This design comes from an exercise in tuning for small area, a short achievable clock period and few clock cycles on the open sky130 flow, not from production work.
The RTL was checked by simulation tests, not by an equivalence proof against the original design.
Power and IR drop assume default switching activity.

==> flow/design.v (excerpt) <==
module Top_002(CLK,RST,MEM_ADDR,MEM_RDATA,MEM_WDATA,MEM_WE,HALTED);
	input CLK,RST;
	input [15:0]MEM_RDATA;
	output [7:0]MEM_ADDR;
	output [15:0]MEM_WDATA;
	output MEM_WE;
	output reg HALTED;
	reg [7:0]  MAR;
	reg [15:0] ACC, BR, R;
	reg        Z;
	reg [3:0]  op;                  
	reg        pv;                  
	reg        isF, isO, isI;
	reg        WE;
	reg [3:0]  cnt;
	reg        negq;                
	assign MEM_ADDR  = MAR;
	assign MEM_WDATA = ACC;
	assign MEM_WE    = WE;
	wire o_ld  = (op == 4'h2);
	wire o_add = (op == 4'h3);
	wire o_sub = (op == 4'h4);
	wire o_mpy = (op == 4'h8);
	wire o_div = (op == 4'h9);
	wire o_and = (op == 4'hA);
	wire o_or  = (op == 4'hB);
	wire o_not = (op == 4'hC);
	wire o_shr = (op == 4'hD);
	wire o_shl = (op == 4'hE);
	wire md     = o_mpy | o_div;
	wire isdiv  = op[0];
	wire minv   = isdiv ? ~BR[15] : negq;      
  ...
Settings: LEC_CHECK=0, CAP_MARGIN=20, CORE_MARGIN=2, CORE_UTILIZATION=62, CTS_BUF_LIST=sky130_fd_sc_hd__clkbuf_4 sky130_fd_sc_hd__clkbuf_8, SLEW_MARGIN=20, SYNTH_MEMORY_MAX_BITS=8192; clock period 31.0 ns.
standard.sh (not shown) runs the stock make flow with config.mk's settings and CLKGATE_MAP_FILE= SYNTH_SCRIPT=/design/flow/synth_recipe.tcl, a recipe that flattens the netlist after the stock synthesis.
==> flow/flow/run.sh <==
#!/bin/bash
# Layout flow: the standard flow (standard.sh: ORFS synthesis to final
# layout, unchanged), run with
#  - a setup-slack margin, so that ORFS's repair_timing sizes the design for
#    a period shorter than the design's;
export SETUP_SLACK_MARGIN=${MARGIN:-23.6}
export BUFFER_PORTS_ARGS="-buffer_cell sky130_fd_sc_hd__buf_1"
bash standard.sh > standard.log 2>&1
Testbench counts at the start, summed over its fixed seeds: cycles 251,751.
==> next run, changes <==
--- a/flow/flow/run.sh
+++ b/flow/flow/run.sh
@@ -5,0 +6,2 @@
+#  - small port buffers (every port still gets its buffer); repair_timing
+#    upsizes the ones on critical paths;
@@ -7,0 +10 @@
+export CTS_ARGS="-sink_clustering_enable -repair_clock_nets -dont_use_dummy_load -sink_clustering_size 30 -sink_clustering_max_diameter 60 -buf_list {sky130_fd_sc_hd__clkbuf_4 sky130_fd_sc_hd__clkbuf_8}"
CORE_UTILIZATION = 58   (was 62)
CTS_BUF_LIST = unset   (was sky130_fd_sc_hd__clkbuf_4 sky130_fd_sc_hd__clkbuf_8)
The new run finished clean.
Wire length hardly moves.
Fmax goes up by 0.36%.
Die area goes up by 6.6%.
Area after synthesis does not change.

* * *

## v38
Starting RTL as in the previous note.
==> flow/design.v (excerpt) <==
module Top_002(CLK,RST,MEM_ADDR,MEM_RDATA,MEM_WDATA,MEM_WE,HALTED);
	input CLK,RST;
	input [15:0]MEM_RDATA;
	output [7:0]MEM_ADDR;
	output [15:0]MEM_WDATA;
	output MEM_WE;
	output reg HALTED;
	reg [7:0]  MAR;
	reg [15:0] ACC, BR, R;
	reg        Z;
	reg [3:0]  op;                  
	reg        pv;                  
	reg        isF, isO, isI;
	reg        WE;
	reg [3:0]  cnt;
	reg        negq;                
	assign MEM_ADDR  = MAR;
	assign MEM_WDATA = ACC;
	assign MEM_WE    = WE;
	wire o_ld  = (op == 4'h2);
	wire o_add = (op == 4'h3);
	wire o_sub = (op == 4'h4);
	wire o_mpy = (op == 4'h8);
	wire o_div = (op == 4'h9);
	wire o_and = (op == 4'hA);
	wire o_or  = (op == 4'hB);
	wire o_not = (op == 4'hC);
	wire o_shr = (op == 4'hD);
	wire o_shl = (op == 4'hE);
	wire md     = o_mpy | o_div;
	wire isdiv  = op[0];
	wire minv   = isdiv ? ~BR[15] : negq;      
	wire do_neg = ~isI & (isO ? (md & ACC[15]) : (o_div & negq));
	wire selA   = ~isI & (o_add | o_sub | o_shl |
	                      (isO & md & ~ACC[15]) | (~isO & o_div & ~negq));
	wire selR   = ~isI & ~isO & o_mpy;
	wire selBB  = isI | o_ld | o_add | o_sub | o_or | o_not;
	wire selBA  = ~isI & (o_shl | do_neg);
	wire inv    = isI ? minv : (o_sub | o_not | do_neg);
  ...
==> flow/config.mk <==
export PLATFORM = sky130hd
export DESIGN_NAME = Top_002
export DESIGN_NICKNAME = Top_002
export VERILOG_FILES = /design/flow/design.v
export SDC_FILE = /design/flow/constraint.sdc
export NUM_CORES = 4
export LEC_CHECK = 0
export CAP_MARGIN = 20
export CORE_MARGIN = 2
export CORE_UTILIZATION = 58
export SLEW_MARGIN = 20
export SYNTH_MEMORY_MAX_BITS = 8192
==> flow/constraint.sdc <==
create_clock -name core_clock -period 31.0 [get_ports {CLK}]
set_input_delay 6.2000 -clock core_clock [delete_from_list [all_inputs] [get_ports {CLK}]]
set_output_delay 6.2000 -clock core_clock [all_outputs]
set_load 0.01 [all_outputs]
==> flow/flow/run.sh <==
#!/bin/bash
# Layout flow: the standard flow (standard.sh: ORFS synthesis to final
# layout, unchanged), run with
#  - a setup-slack margin, so that ORFS's repair_timing sizes the design for
#    a period shorter than the design's;
#  - small port buffers (every port still gets its buffer); repair_timing
#    upsizes the ones on critical paths;
export SETUP_SLACK_MARGIN=${MARGIN:-23.6}
export BUFFER_PORTS_ARGS="-buffer_cell sky130_fd_sc_hd__buf_1"
export CTS_ARGS="-sink_clustering_enable -repair_clock_nets -dont_use_dummy_load -sink_clustering_size 80 -sink_clustering_max_diameter 250 -buf_list {sky130_fd_sc_hd__clkbuf_8 sky130_fd_sc_hd__clkbuf_16}"
bash standard.sh > standard.log 2>&1
Testbench counts of v38, summed over its fixed seeds: cycles 251,751.
### v38 -> v13
--- a/flow/flow/run.sh
+++ b/flow/flow/run.sh
@@ -7,5 +7,8 @@
 #    upsizes the ones on critical paths;
-export SETUP_SLACK_MARGIN=${MARGIN:-23.6}
+#  - power recovery after global routing (downsizes gates off the
+#    critical paths);
+export SETUP_SLACK_MARGIN=${MARGIN:-23.75}
 export BUFFER_PORTS_ARGS="-buffer_cell sky130_fd_sc_hd__buf_1"
-export CTS_ARGS="-sink_clustering_enable -repair_clock_nets -dont_use_dummy_load -sink_clustering_size 80 -sink_clustering_max_diameter 250 -buf_list {sky130_fd_sc_hd__clkbuf_8 sky130_fd_sc_hd__clkbuf_16}"
+export RECOVER_POWER=100
+export CTS_ARGS="-sink_clustering_enable -repair_clock_nets -dont_use_dummy_load -sink_clustering_size 30 -sink_clustering_max_diameter 60 -buf_list {sky130_fd_sc_hd__clkbuf_4 sky130_fd_sc_hd__clkbuf_8}"
 bash standard.sh > standard.log 2>&1
--- outcome ---
In v13 the implementation completed, yet the final layout does not meet the checks, the culprit being capacitance limit, slew limit. Diff v13..v38 | TritonCTS buffer count | unchanged. v13 ended up with isI as its end of the critical path; v38 ended up with MEM_WDATA[15]. v13 against v38: simple-gate share of the synthesized area saw little to no change, worst clock skew saw little to no change, total power after layout saw a decrease. v38 → v13: least setup slack across all paths after layout moved down, wire length now sits higher.
## Diff of input files: v2 against v13
Settings: CORE_UTILIZATION: 58 -> 55; CTS_BUF_LIST: unset -> sky130_fd_sc_hd__clkbuf_4 sky130_fd_sc_hd__clkbuf_8.
==> flow/flow/run.sh <==
#!/bin/bash
# Layout flow: the standard flow (standard.sh: ORFS synthesis to final
# layout, unchanged), run with
#  - a setup-slack margin, so that ORFS's repair_timing sizes the design for
#    a period shorter than the design's;
export SETUP_SLACK_MARGIN=${MARGIN:-24}
export BUFFER_PORTS_ARGS="-buffer_cell sky130_fd_sc_hd__buf_1"
bash standard.sh > standard.log 2>&1
## What came out
- The layout from v13, despite a flow that completed every stage, fails the layout checks, with the failing checks listed as capacitance limit, slew limit.
- Every stage of the flow completed for v2, and the final layout passed the timing, DRC and antenna checks.
- Area growth from synthesis to final layout, v13 and v2: higher on v2
- In the final design statistics, v2 uses more standard cells in total than v13.
- Diff v13 and v2: worst-margin pin slew lower in v2
- Complex-gate fraction of the synthesized area: v13 vs v2 identical
- Summary of v2 over v13: final-layout worst hold slack rose by 0.0056 ns; count of inserted tapcells rose by about 20%; largest vdd supply drop rose by 15%; total power rose by 74 uW.
- Comparing fraction of final layout cells with drive strength greater than 1 for v13 and v2, the smaller number came from v13.
- Of v2 and v13, it is v2 that has the lower highest cell delay on the worst timing path.
Relative to v2, the following input files were edited for v26:
Settings: CORE_UTILIZATION: 55 -> 58; CTS_BUF_LIST: sky130_fd_sc_hd__clkbuf_4 sky130_fd_sc_hd__clkbuf_8 -> unset.
--- a/flow/flow/run.sh
+++ b/flow/flow/run.sh
@@ -5,4 +5,7 @@
 #    a period shorter than the design's;
-export SETUP_SLACK_MARGIN=${MARGIN:-24}
+#  - small port buffers (every port still gets its buffer); repair_timing
+#    upsizes the ones on critical paths;
+export SETUP_SLACK_MARGIN=${MARGIN:-23.75}
 export BUFFER_PORTS_ARGS="-buffer_cell sky130_fd_sc_hd__buf_1"
+export CTS_ARGS="-sink_clustering_enable -repair_clock_nets -dont_use_dummy_load -sink_clustering_size 30 -sink_clustering_max_diameter 60 -buf_list {sky130_fd_sc_hd__clkbuf_4 sky130_fd_sc_hd__clkbuf_8}"
 bash standard.sh > standard.log 2>&1
==> summary.txt <==
From v2 to v26 the numbers moved as follows: power share of the clock group down 0.9 points; share of the clock period used by the worst path after layout climbed 0.23 points; count of placed standard cells in the final layout, fillers left out decreased by about 7% relative to the old numbers; met2 track utilization from global routing rose 2.8 points; area of the core region has decreased.
Compared with v2, in v26 total of fill cells in the finished design shows an increase of 1.1%, max-slew violation total from the final report shows no meaningful change.
A slowest library cell on the worst path of sky130_fd_sc_hd__dfrtp_2 is what v2 shows, while sky130_fd_sc_hd__dfrtp_1 belongs to v26.
Compared with v2, v26 shows total power lower by 8.8%.
> inputs changed (v26 -> v3)
Settings: swapping 58 for 70 in CORE_UTILIZATION; putting CTS_BUF_LIST at sky130_fd_sc_hd__clkbuf_4 sky130_fd_sc_hd__clkbuf_8 where nothing was set.
==> flow/run.sh (new file) <==
#!/bin/bash
# synth_recipe.tcl (not shown) runs the flow's synth.tcl, then flattens the netlist and writes it again
# the make line also repeats each setting of config.mk as NAME=value (left out here)
make -C /OpenROAD-flow-scripts/flow DESIGN_CONFIG=/design/flow/config.mk WORK_HOME=/design/flow/orfs CLKGATE_MAP_FILE= SYNTH_SCRIPT=/design/flow/synth_recipe.tcl finish
removed: flow/flow/run.sh
removed: flow/standard.sh
Notes after the runs:
v3 was carried through to the last stage, and its layout satisfied the timing, DRC and antenna checks.
For the sequential share of layout area, v3 came in 1.2 points lower than v26 did.
v26 → v3: buffers inserted during post-CTS setup optimization down 2; power went up 43 uW; wire length increased by 1.7% relative to the old numbers; sequential cell area about even; die area fell by 16%.
For v3, the launching instance or port of the critical path was MEM_RDATA[9], unlike v26, where it was ACC[3].
Compared with v26, v3 shows a lower register-to-register slack.
Changes in v16 relative to v3:
Settings: a change of CORE_UTILIZATION from 70 to 62; a deleted CTS_BUF_LIST that had been sky130_fd_sc_hd__clkbuf_4 sky130_fd_sc_hd__clkbuf_8.
==> flow/flow/run.sh (new file) <==
#!/bin/bash
# Layout flow: the standard flow (standard.sh: ORFS synthesis to final
# layout, unchanged), run with
#  - a setup-slack margin, so that ORFS's repair_timing sizes the design for
#    a period shorter than the design's;
#  - small port buffers (every port still gets its buffer); repair_timing
#    upsizes the ones on critical paths;
export SETUP_SLACK_MARGIN=${MARGIN:-23.6}
export BUFFER_PORTS_ARGS="-buffer_cell sky130_fd_sc_hd__buf_1"
export CTS_ARGS="-sink_clustering_enable -repair_clock_nets -dont_use_dummy_load -sink_clustering_size 36 -sink_clustering_max_diameter 70 -buf_list {sky130_fd_sc_hd__clkbuf_8}"
bash standard.sh > standard.log 2>&1
==> flow/standard.sh (new file) <==
#!/bin/bash
# synth_recipe.tcl (not shown) runs the flow's synth.tcl, then flattens the netlist and writes it again
# the make line also repeats each setting of config.mk as NAME=value (left out here)
make -C /OpenROAD-flow-scripts/flow DESIGN_CONFIG=/design/flow/config.mk WORK_HOME=/design/flow/orfs CLKGATE_MAP_FILE= SYNTH_SCRIPT=/design/flow/synth_recipe.tcl "${@:-finish}"
removed: flow/run.sh
## What came out
v3 → v16: flip-flop and latch count closely matched the old numbers, post-synth design cell area closely matched the old numbers, global-route wire length before repair decreased by 2.0% relative to the old numbers, routed wire length decreased by about 2% relative to the old numbers, register-to-register slack decreased by 0.11 ns relative to the old numbers.

-- static timing again, ports no longer ideal --
In the flow no input, the clock included, has a driving cell. The finished layouts below were timed again as built, in two steps. Step 1, drivers: a clkbuf_16 drives CLK and a buf_2 each remaining input, both assumed. Step 2, shift: input delay + t, output delay - t, t = (earliest + latest rising clock arrival at the registers) / 2. This alone moves slack from input paths to output paths. a / b / c = ideal ports / drivers / drivers and shift; a / b = the first two.
| run | shift t [ns] | setup WS [ns] | worst setup path after step 2 | clock arrival spread, ns | worst register clock-pin slew, ns |
|---|---|---|---|---|---|
| the first run of note 1 | 0.390 | 23.709 / 23.693 / 23.333 | input to register | 0.015 / 0.014 | 0.09 / 0.09 |
| the second run of note 1 | 0.383 | 23.734 / 23.699 / 23.373 | input to register | 0.020 / 0.020 | 0.09 / 0.09 |
| v38 | 0.383 | 23.734 / 23.699 / 23.373 | input to register | 0.020 / 0.020 | 0.09 / 0.09 |
| v13 | 0.375 | 23.107 / 23.123 / 22.748 | input, reset recovery | 0.019 / 0.020 | 0.09 / 0.09 |
| v2 | 0.383 | 23.867 / 23.834 / 23.589 | input to register | 0.014 / 0.014 | 0.09 / 0.09 |
| v26 | 0.374 | 23.795 / 23.760 / 23.444 | input to register | 0.019 / 0.019 | 0.08 / 0.08 |
| v3 | 0.381 | 23.060 / 23.076 / 22.695 | input to register | 0.015 / 0.015 | 0.09 / 0.09 |
| v16 | 0.387 | 23.724 / 23.702 / 23.349 | input to register | 0.019 / 0.020 | 0.08 / 0.08 |
The setup slack of the first run of note 1, which loses most, moves by -0.016 ns with the drivers and by -0.376 ns with both steps. Setup slack includes reset recovery checks.
